Source: an optimization exercise on an open RTL-to-GDS flow (aim: small area). Production flows keep margins and buffers that such runs may drop.
Function was checked by simulation only, so behaviour that the tests miss may differ from the original.
Power and IR drop assume default switching activity.

==> job 1173: inputs <==
## Top_module
module Top_module(
	input clk,
	input rstbt,
	output [8:0] aio,
	output [2:0] bo,
	input bi,
	output [17:0] mem_addr,
	input [5:0] mem_data_in,
	output [5:0] mem_data_out,
	output mem_wen,
	output mem_lbn,
	output sram_csn,
	output sram_oen,
	output sdram_csn
    );
	wire rst = ~rstbt;
	function [7:0] rsub8(input [7:0] a, input [7:0] b, input bin);	 
		integer i; reg c; reg [7:0] r;
		begin
			c = ~bin;
			for (i = 0; i < 8; i = i + 1) begin
				r[i] = a[i] ^ ~b[i] ^ c;
				c = (a[i] & ~b[i]) | (a[i] & c) | (~b[i] & c);
			end
			rsub8 = r;
		end
	endfunction
	function [7:0] radd8(input [7:0] a, input [7:0] b, input cin);	 
		integer i; reg c; reg [7:0] r;
		begin
			c = cin;
			for (i = 0; i < 8; i = i + 1) begin
				r[i] = a[i] ^ b[i] ^ c;
				c = (a[i] & b[i]) | (a[i] & c) | (b[i] & c);
			end
			radd8 = r;
		end
	endfunction
	function rle7(input [6:0] a, input [6:0] b);	 
		integer i; reg c;
		begin
			c = 1'b1;
			for (i = 0; i < 7; i = i + 1)
				c = (~a[i] & b[i]) | (~a[i] & c) | (b[i] & c);
			rle7 = c;
		end
	endfunction
	reg [10:0] hc;		 
	reg [9:0] vc;		 
	wire hc_end = hc[10] & hc[4];					 
	wire vc_end = vc[9] & vc[7] & vc[4] & vc[3] & vc[1];	 
	wire [9:0] vc_nx = rst ? 10'd1 : hc_end ? (vc_end ? 10'd1 : vc + 1'b1) : vc;
	always @(posedge clk) begin
		vc <= vc_nx;
		if (rst | hc_end) hc <= 11'd1;
		else hc <= hc + 1'b1;
	end
	wire vrow = (vc <= 10'd600);
	wire visible = vrow && (hc >= 11'd200) && (hc <= 11'd603);
  ...
==> flow/config.mk <==
export PLATFORM = sky130hd
export DESIGN_NAME = Top_module
export DESIGN_NICKNAME = Top_module
export VERILOG_FILES = /design/flow/design.v
export SDC_FILE = /design/flow/constraint.sdc
export NUM_CORES = 4
export LEC_CHECK = 0
export CAP_MARGIN = 20
export CORE_MARGIN = 2
export CORE_UTILIZATION = 40
export CTS_BUF_LIST = sky130_fd_sc_hd__clkbuf_8
export CTS_CLUSTER_DIAMETER = 100
export CTS_CLUSTER_SIZE = 30
export SLEW_MARGIN = 20
==> flow/constraint.sdc <==
create_clock -name core_clock -period 10.0 [get_ports {clk}]
set_input_delay 2.0000 -clock core_clock [delete_from_list [all_inputs] [get_ports {clk}]]
set_output_delay 2.0000 -clock core_clock [all_outputs]
set_load 0.01 [all_outputs]
standard.sh (not shown) runs the stock make flow with config.mk's settings and CLKGATE_MAP_FILE= SYNTH_SCRIPT=/design/flow/synth_recipe.tcl, a recipe that flattens the netlist after the stock synthesis.
==> flow/flow/run.sh <==
#!/bin/bash
# Own flow: the standard layout, with the combinational logic of the standard
# synthesis re-mapped for area by ABC. Registers (instances, names, cell types)
# are those of the standard synthesis.
set -euo pipefail
WORK=$(pwd)
R=$WORK/orfs/results/$FLOW_PLATFORM/Top_module/base
LIB=$FLOW_HOME/platforms/$FLOW_PLATFORM/lib/sky130_fd_sc_hd__tt_025C_1v80.lib
YOSYS=$FLOW_HOME/../tools/install/yosys/bin/yosys
[ -x "$YOSYS" ] || YOSYS=yosys

# 1. standard synthesis
bash standard.sh synth > $WORK/1_standard_synth.log 2>&1

# 2. re-map the combinational logic for area
mkdir -p $WORK/remap
cp $R/1_2_yosys.v $WORK/remap/standard.v
DONT_USE=""
for c in $(grep -o "\-dont_use [^ ]*" $WORK/orfs/logs/$FLOW_PLATFORM/Top_module/base/1_2_yosys.log | awk '{print $2}' | sort -u); do
  DONT_USE="$DONT_USE -dont_use $c"
done
# three runs with different ABC seeds; the smallest netlist is kept
for SEED in 1 2 3; do
  sed "s/&deepsyn -T 30/\&deepsyn -T 30 -S $SEED/" $WORK/flow/remap.abc > $WORK/remap/remap_$SEED.abc
  REMAP_LIB=$LIB REMAP_DONT_USE="$DONT_USE" REMAP_IN=$WORK/remap/standard.v REMAP_TOP=$FLOW_TOP \
    REMAP_SCRIPT=$WORK/remap/remap_$SEED.abc REMAP_OUT=$WORK/remap/remapped_$SEED.v \
    $YOSYS -c $WORK/flow/remap.tcl > $WORK/2_remap_$SEED.log 2>&1 &
done
wait
BEST=""; BESTA=""
for SEED in 1 2 3; do
  A=$(grep -i "chip area" $WORK/2_remap_$SEED.log | tail -1 | awk '{print $NF}')
  [ -n "$A" ] && [ -s $WORK/remap/remapped_$SEED.v ] || continue
  if [ -z "$BEST" ] || awk "BEGIN{exit !($A < $BESTA)}"; then BEST=$SEED; BESTA=$A; fi
done
echo "remap: seed $BEST, area $BESTA" > $WORK/2_remap_choice.log
cp $WORK/remap/remapped_$BEST.v $WORK/remap/remapped.v

# 3. the standard layout of the re-mapped netlist
bash standard.sh clean_synth > $WORK/3_clean_synth.log 2>&1
# ports get the smallest plain buffer
bash standard.sh SYNTH_NETLIST_FILES=$WORK/remap/remapped.v "BUFFER_PORTS_ARGS=-buffer_cell sky130_fd_sc_hd__buf_1" finish > $WORK/4_layout.log 2>&1
==> flow/flow/remap.abc <==
strash
dc2
&get -n
&deepsyn -T 30
&put
dch -f
amap -F 20 -A 50 -C 5000
topo
==> flow/flow/remap.tcl <==
# Re-map the combinational logic of the standard synthesis netlist for area.
# Registers stay as they are (same instances, names and cell types).
yosys -import
set lib $::env(REMAP_LIB)
set dont_use $::env(REMAP_DONT_USE)
read_liberty -ignore_miss_func $lib
read_verilog $::env(REMAP_IN)
hierarchy -check -top $::env(REMAP_TOP)
# registers and clock cells keep their hierarchy (they are not re-mapped)
foreach pat {sky130_fd_sc_hd__df* sky130_fd_sc_hd__edf* sky130_fd_sc_hd__sdf* sky130_fd_sc_hd__dl* sky130_fd_sc_hd__sedf*} {
  catch { setattr -mod -set keep_hierarchy 1 $pat }
}
flatten
opt_clean -purge
techmap
opt -fast -purge
abc -liberty $lib {*}$dont_use -script $::env(REMAP_SCRIPT)
opt_clean -purge
splitnets
opt_clean -purge
hilomap -singleton -hicell sky130_fd_sc_hd__conb_1 HI -locell sky130_fd_sc_hd__conb_1 LO
insbuf -buf sky130_fd_sc_hd__buf_4 A X
opt_clean -purge
select -module $::env(REMAP_TOP)
stat -liberty $lib
write_verilog -noattr -nohex -nodec -selected $::env(REMAP_OUT)
==> job 7398 (differences from job 1173) <==
==> flow/flow/run.sh (replaced) <==
#!/bin/bash
# Own flow: the standard layout, with the combinational logic of the standard
# synthesis re-mapped for area by ABC. Registers (instances, names, cell types)
# are those of the standard synthesis.
set -euo pipefail
WORK=$(pwd)
R=$WORK/orfs/results/$FLOW_PLATFORM/Top_module/base
LIB=$FLOW_HOME/platforms/$FLOW_PLATFORM/lib/sky130_fd_sc_hd__tt_025C_1v80.lib
YOSYS=$FLOW_HOME/../tools/install/yosys/bin/yosys
[ -x "$YOSYS" ] || YOSYS=yosys

# 1. standard synthesis
bash standard.sh synth > $WORK/1_standard_synth.log 2>&1

# 2. re-map the combinational logic for area
mkdir -p $WORK/remap
cp $R/1_2_yosys.v $WORK/remap/standard.v
DONT_USE=""
for c in $(grep -o "\-dont_use [^ ]*" $WORK/orfs/logs/$FLOW_PLATFORM/Top_module/base/1_2_yosys.log | awk '{print $2}' | sort -u); do
  DONT_USE="$DONT_USE -dont_use $c"
done
REMAP_LIB=$LIB REMAP_DONT_USE="$DONT_USE" REMAP_IN=$WORK/remap/standard.v REMAP_TOP=$FLOW_TOP \
  REMAP_SCRIPT=$WORK/flow/remap.abc REMAP_OUT=$WORK/remap/remapped.v \
  $YOSYS -c $WORK/flow/remap.tcl > $WORK/2_remap.log 2>&1

# 3. the standard layout of the re-mapped netlist
bash standard.sh clean_synth > $WORK/3_clean_synth.log 2>&1
# ports get the smallest plain buffer
# clock tree: the settings of config.mk, without dummy loads (flow/cts_args)
bash standard.sh SYNTH_NETLIST_FILES=$WORK/remap/remapped.v "BUFFER_PORTS_ARGS=-buffer_cell sky130_fd_sc_hd__buf_1" \
  "CTS_ARGS=$(cat $WORK/flow/cts_args)" finish > $WORK/4_layout.log 2>&1
==> flow/flow/cts_args (new file) <==
-sink_clustering_enable -repair_clock_nets -sink_clustering_size 30 -sink_clustering_max_diameter 100 -buf_list sky130_fd_sc_hd__clkbuf_8 -dont_use_dummy_load
CORE_UTILIZATION = 55   (was 40)
==> job 4295 (differences from job 1173) <==
--- a/flow/design.v
+++ b/flow/design.v
@@ -66,29 +66,28 @@
 	assign mem_addr = {5'b0, vc[9:2], write ? hc[6:0] : hc[8:2]};
 	assign mem_wen = ~write;
 	assign mem_lbn = ~(visible | write);
 	assign sram_csn = ~(visible | write);
 	assign sram_oen = ~(visible | write);
 	assign sdram_csn = 1'b1;
-	reg [6:0] acnt;
+	reg [9:0] acnt;		 
 	reg sclk;
 	reg [4:0] n;		 
 	reg [1:0] act;		 
 	reg [7:0] tilt;
-	wire a124 = (acnt == 7'd80);		 
-	wire a_end = a124 & (hc[2:0] == 3'd0);	 
-	wire [6:0] acnt_nx = {acnt[5:0], ~(acnt[6] ^ acnt[5])};
-	always @(posedge clk)
-		if (rst | a124) acnt <= 7'd0;
-		else acnt <= acnt_nx;
+	wire a_end = (acnt == 10'd690);	 
+	wire [9:0] acnt_nx = {acnt[8:0], ~(acnt[9] ^ acnt[6])};
 	always @(posedge clk)
 		if (rst) begin
+			acnt <= 10'd0;
 			sclk <= 1'b0;
 			n <= 5'd0;
 			act <= 2'd0;
+			tilt <= 8'd0;
 		end else if (a_end) begin
+			acnt <= 10'd0;
 			sclk <= ~sclk;
 			if (sclk) begin
 				if (n == 5'd19) begin
 					n <= 5'd0;
 					if (act != 2'd3) act <= act + 1'b1;
 				end else
@@ -103,13 +102,14 @@
 					5'd16: tilt[2] <= bi & act[1];
 					5'd17: tilt[1] <= bi & act[1];
 					5'd18: tilt[0] <= bi & act[1];
 					default: ;
 				endcase
 			end
-		end
+		end else
+			acnt <= acnt_nx;
 	reg mosi;
 	wire [5:0] addr = (act == 2'd0) ? 6'h2D : (act == 2'd1) ? 6'h31 : 6'h34;
 	always @(*)
 		case (n)
 			5'd3: mosi = act[1];
 			5'd5: mosi = addr[5];
@@ -123,14 +123,14 @@
 			5'd0, 5'd1, 5'd2: mosi = (act == 2'd2);
 			default: mosi = 1'b0;
 		endcase
 	wire ncs = (n == 5'd0) | (n == 5'd1);
 	wire sclk_en = (n == 5'd0) | (n == 5'd1) | (n == 5'd2);
 	assign bo = {sclk_en | sclk, mosi, ncs};
-	wire left = (act != 2'd0) & tilt[7] & (tilt[6:0] <= 7'd96);
-	wire right = (act != 2'd0) & ~tilt[7] & (tilt[6:0] >= 7'd32);
+	wire left = tilt[7] & (tilt[6:0] <= 7'd96);
+	wire right = ~tilt[7] & (tilt[6:0] >= 7'd32);
 	reg [12:0] tcnt;		 
 	wire tick = (tcnt == 13'd5427);	 
 	wire [12:0] tcnt_nx = {tcnt[11:0], ~(tcnt[12] ^ tcnt[3] ^ tcnt[2] ^ tcnt[0])};
 	reg [6:0] bq;			 
 	reg [6:0] bh;			 
 	reg up;
@@ -139,61 +139,58 @@
 	reg [5:0] P;			 
 	wire [5:0] P_nx;
 	reg [1:0] lo;			 
 	reg [3:0] Q;			 
 	reg [13:0] hi;			 
 	reg [6:0] Bo, B0, B1, B2, B3;	 
+	reg [6:0] rc;			 
 	reg [6:0] rq;			 
-	reg jl;				 
 	wire hz = (hi == 14'd0);
 	wire ge12 = ~hz | (Q >= 4'd12);
 	wire s0 = hz & (Q == 4'd0) & (lo == 2'd0);
 	wire s01 = hz & (Q == 4'd0) & (lo[1] == 1'b0);
 	wire [3:0] m3 = ge12 ? 4'd11 : Q;
-	wire [6:0] rc_max = {1'b1, 1'b0, m3, 1'b0};
-	wire dec3 = hz & (lo == 2'd0) & (Q >= 4'd1) & (Q <= 4'd11);
-	wire rc_end = (rq == rc_max) | (jl & dec3 & (rq == rc_max - 7'd2));
-	always @(posedge clk) begin
-		if (rst) rq <= 7'd64;
-		else if (rc_end) rq <= 7'd7;
-		else rq <= rq + 1'b1;
-		jl <= tick & land;
+	wire rc_end = (rc == {1'b1, 1'b0, m3, 1'b0});
+	always @(posedge clk) begin
+		if (rst) rc <= 7'd7;
+		else if (rc_end) rc <= 7'd7;
+		else rc <= rc + 1'b1;
+		rq <= rc;
 	end
 	function [3:0] mfun(input [3:0] q, input b, input g12);
 		mfun = g12 ? 4'd11 : (q == 4'd0) ? 4'd0 : q - b;
 	endfunction
 	wire [6:0] cK = hc[6:0] + 7'd83;		 
 	wire [7:0] r8 = {1'b0, vc[9:2]};
-	wire [7:0] Gp = rsub8(r8, {2'b0, P}, 1'b0);		 
+	reg [7:0] Gp;
 	wire sel0 = (Gp >= 8'd95) && (Gp <= 8'd99);
 	wire sel1 = (Gp >= 8'd59) && (Gp <= 8'd63);
 	wire sel2 = (Gp >= 8'd23) && (Gp <= 8'd27);
 	wire selo = ~s0 && (Gp >= 8'd131) && (Gp <= 8'd135);
 	wire sel3 = (P >= 6'd13) ? ((Gp >= 8'd243) && (Gp <= 8'd247)) : (vc[9:2] <= 8'd4);
-	wire rmode = hc[9];
 	wire at1 = (bq == 7'd53);
 	wire at0 = (bq == 7'd89);
-	wire gs0 = rmode ? sel0 : ~at1;
-	wire gs1 = rmode ? sel1 : at1;
-	wire gs2 = rmode & sel2;
-	wire gso = rmode & selo;
-	wire gs3 = rmode & sel3;
+	wire gs0 = write ? sel0 : ~at1;
+	wire gs1 = write ? sel1 : at1;
+	wire gs2 = write & sel2;
+	wire gso = write & selo;
+	wire gs3 = write & sel3;
 	wire [6:0] Bsel = ({7{gs0}} & B0) | ({7{gs1}} & B1) | ({7{gs2}} & B2) | ({7{gso}} & Bo) | ({7{gs3}} & B3);
 	wire bsel = (gs2 & (lo < 2'd1)) | (gs1 & (lo < 2'd2)) | (gs0 & (lo < 2'd3)) | gso;
 	wire [3:0] msel = mfun(Q, bsel, ge12);
 	wire [1:0] kmod = gs2 ? 2'd1 : gs1 ? 2'd2 : gs0 ? 2'd3 : 2'd0;	 
 	wire qok = hz & (gso ? ((Q >= 4'd2) && (Q <= 4'd12)) : ((Q >= 4'd1) && (Q <= 4'd11)));
 	wire dsel = qok & (lo == kmod);			 
 	wire w48 = (gs0 & s0) | (gso & s01);
-	wire [5:0] wsel = w48 ? (rmode ? 6'd48 : 6'd50) : (rmode ? 6'd20 : 6'd22) - {2'b0, msel};
-	wire [6:0] xa = rmode ? cK : bh;
-	wire [7:0] t2 = rsub8({1'b0, xa}, {1'b0, ~Bsel}, dsel & ~gs3);
+	wire [5:0] wsel = w48 ? (write ? 6'd48 : 6'd50) : (write ? 6'd20 : 6'd22) - {2'b0, msel};
+	wire [6:0] xa = write ? cK : bh;
+	wire [7:0] t2 = rsub8({1'b0, xa}, {1'b0, Bsel}, dsel & ~gs3);
 	wire [6:0] lim = {wsel, dsel & gs3};
 	wire green = (gs0 | gs1 | gs2 | gso | gs3) & ~t2[7] & rle7(t2[6:0], lim);
 	reg onp;
-	always @(posedge clk) if (~rmode) onp <= green;
+	always @(posedge clk) if (~write) onp <= green;
 	wire [7:0] g = rsub8(Gp, {1'b0, bq}, 1'b0);			 
 	wire [7:0] dh8 = rsub8({1'b0, cK}, {1'b0, bh}, 1'b0);
 	wire [6:0] dh = dh8[6:0];				 
 	wire h1 = (dh >= 7'd125);
 	wire h3 = (dh >= 7'd123) | (dh <= 7'd1);
 	wire h4 = (dh >= 7'd122) | (dh <= 7'd2);
@@ -225,16 +222,16 @@
 			else if (bq >= 7'd49) dsum = 3'd2;
 			else dsum = 3'd1;
 		end
 	end
 	wire s_max = (lo == 2'd0) && (Q == 4'd0) && (hi == 14'd11557);	 
 	wire [2:0] delta = dsum - {2'b0, scroll};		 
-	always @(posedge clk) if (tick & land) Bo <= B0;
 	assign P_nx = rst ? 6'd35 : (tick & land) ? 6'd0 : (tick & scroll) ? P + 1'b1 : P;
 	always @(posedge clk) begin
 		P <= P_nx;
+		Gp <= rsub8({1'b0, vc_nx[9:2]}, {2'b0, P_nx}, 1'b0);
 	end
 	wire [7:0] bqn = radd8({1'b0, bq}, {{5{delta[2]}}, delta}, 1'b0);
 	always @(posedge clk) begin
 		if (rst) begin
 			tcnt <= 13'd0;
 			bq <= 7'd89;
@@ -242,16 +239,17 @@
 			up <= 1'b1;
 			uc <= 2'd0;
 			over <= 1'b0;
 			lo <= 2'd0;
 			Q <= 4'd0;
 			hi <= 14'd0;
-			B0 <= ~7'd7;
-			B1 <= ~7'd9;
-			B2 <= ~7'd44;
-			B3 <= ~7'd14;
+			B0 <= 7'd7;
+			Bo <= 7'd7;
+			B1 <= 7'd9;
+			B2 <= 7'd44;
+			B3 <= 7'd14;
 		end else if (tick) begin
 			tcnt <= 13'd0;
 			if (up && bq <= 7'd41) begin
 				if (uc == 2'd3) begin
 					uc <= 2'd0;
 					up <= 1'b0;
@@ -262,16 +260,17 @@
 			if (bounce) up <= 1'b1;
 			if (land) begin
 				up <= 1'b1;
 				{Q, lo} <= {Q, lo} + 1'b1;
 				if ({Q, lo} == 6'd63) hi <= {hi[12:0], ~(hi[13] ^ hi[4] ^ hi[2] ^ hi[0])};
 				if (s_max) over <= 1'b1;
+				Bo <= B0;
 				B0 <= B1;
 				B1 <= B2;
 				B2 <= B3;
-				B3 <= ~rq;
+				B3 <= rq;
 				bq <= 7'd89;
 			end else begin
 				bq <= bqn[6:0];
 			end
 			if (left && bh > 7'd12) bh <= bh - 1'b1;
 			if (right && bh < 7'd101) bh <= bh + 1'b1;
==> flow/flow/run.sh (replaced) <==
#!/bin/bash
# Own flow: the standard layout, with the combinational logic of the standard
# synthesis re-mapped for area by ABC. Registers (instances, names, cell types)
# are those of the standard synthesis.
set -euo pipefail
WORK=$(pwd)
R=$WORK/orfs/results/$FLOW_PLATFORM/Top_module/base
LIB=$FLOW_HOME/platforms/$FLOW_PLATFORM/lib/sky130_fd_sc_hd__tt_025C_1v80.lib
YOSYS=$FLOW_HOME/../tools/install/yosys/bin/yosys
[ -x "$YOSYS" ] || YOSYS=yosys

# 1. standard synthesis
bash standard.sh synth > $WORK/1_standard_synth.log 2>&1

# 2. re-map the combinational logic for area
mkdir -p $WORK/remap
cp $R/1_2_yosys.v $WORK/remap/standard.v
DONT_USE=""
for c in $(grep -o "\-dont_use [^ ]*" $WORK/orfs/logs/$FLOW_PLATFORM/Top_module/base/1_2_yosys.log | awk '{print $2}' | sort -u); do
  DONT_USE="$DONT_USE -dont_use $c"
done
REMAP_LIB=$LIB REMAP_DONT_USE="$DONT_USE" REMAP_IN=$WORK/remap/standard.v REMAP_TOP=$FLOW_TOP \
  REMAP_SCRIPT=$WORK/flow/remap.abc REMAP_OUT=$WORK/remap/remapped.v \
  $YOSYS -c $WORK/flow/remap.tcl > $WORK/2_remap.log 2>&1

# 3. the standard layout of the re-mapped netlist
bash standard.sh clean_synth > $WORK/3_clean_synth.log 2>&1
if [ -f $WORK/flow/cts_args ]; then
  bash standard.sh SYNTH_NETLIST_FILES=$WORK/remap/remapped.v "CTS_ARGS=$(cat $WORK/flow/cts_args)" finish > $WORK/4_layout.log 2>&1
else
  bash standard.sh SYNTH_NETLIST_FILES=$WORK/remap/remapped.v finish > $WORK/4_layout.log 2>&1
fi
==> flow/flow/cts_args (new file) <==
-sink_clustering_enable -repair_clock_nets -sink_clustering_size 30 -sink_clustering_max_diameter 100 -buf_list sky130_fd_sc_hd__clkbuf_8 -sink_buffer_max_cap_derate 1.0
==> flow/flow/remap.abc (replaced) <==
strash
 &get -n
 &deepsyn -T 30
 &put
 dch -f
 amap
 topo
==> comparison <==
The lowest register-to-register slack belongs to job 1173, the highest to job 4295. Hold slack: job 7398 is higher than job 4295 (0.054 ns). Worst setup slack: job 4295 > job 7398 > job 1173. Between job 1173 and job 4295, the lower power is in job 4295 (gap about 1.2%, measured against job 4295). Die area, lowest first: job 7398, job 1173, job 4295. Job 7398 finished clean. Job 4295 ran to the end with no violations. Job 1173 finished with timing, DRC and antenna clean. Global-route usage: job 1173 is higher than job 4295 (0.39 points). Clock skew: job 7398 > job 4295 > job 1173. In job 4295 the synthesized cell count is larger than in job 1173, by about 10%. Area after synthesis: job 1173 is lower than job 4295 (5.7%).

[afterwards: timing with drivers on the ports]
In the flow no input, the clock included, has a driving cell. The finished layouts below were timed again as built, in two steps.
Step 1 sets driving cells, clkbuf_16 on the clock port and buf_2 on the other inputs (assumed; they add their load-dependent delay and slew).
Step 2 also shifts input and output timing later by t, the mid clock arrival at the registers, as if the neighbouring blocks saw the same clock.
Three values: ideal ports, drivers, drivers and shift; two values: the first two.
run	t, ns	setup slack, ns	worst setup path at the end	clock arrival spread, ns	slew at the worst register clock pin (ns)
job 1173	0.502	0.828 / 0.787 / 1.290	register to output	0.018 / 0.017	0.10 / 0.10
job 7398	0.473	1.020 / 0.979 / 1.452	register to output	0.025 / 0.025	0.08 / 0.08
job 4295	0.495	1.141 / 1.104 / 1.599	register to output	0.016 / 0.016	0.10 / 0.10
After both steps setup and hold are still met in every run listed.
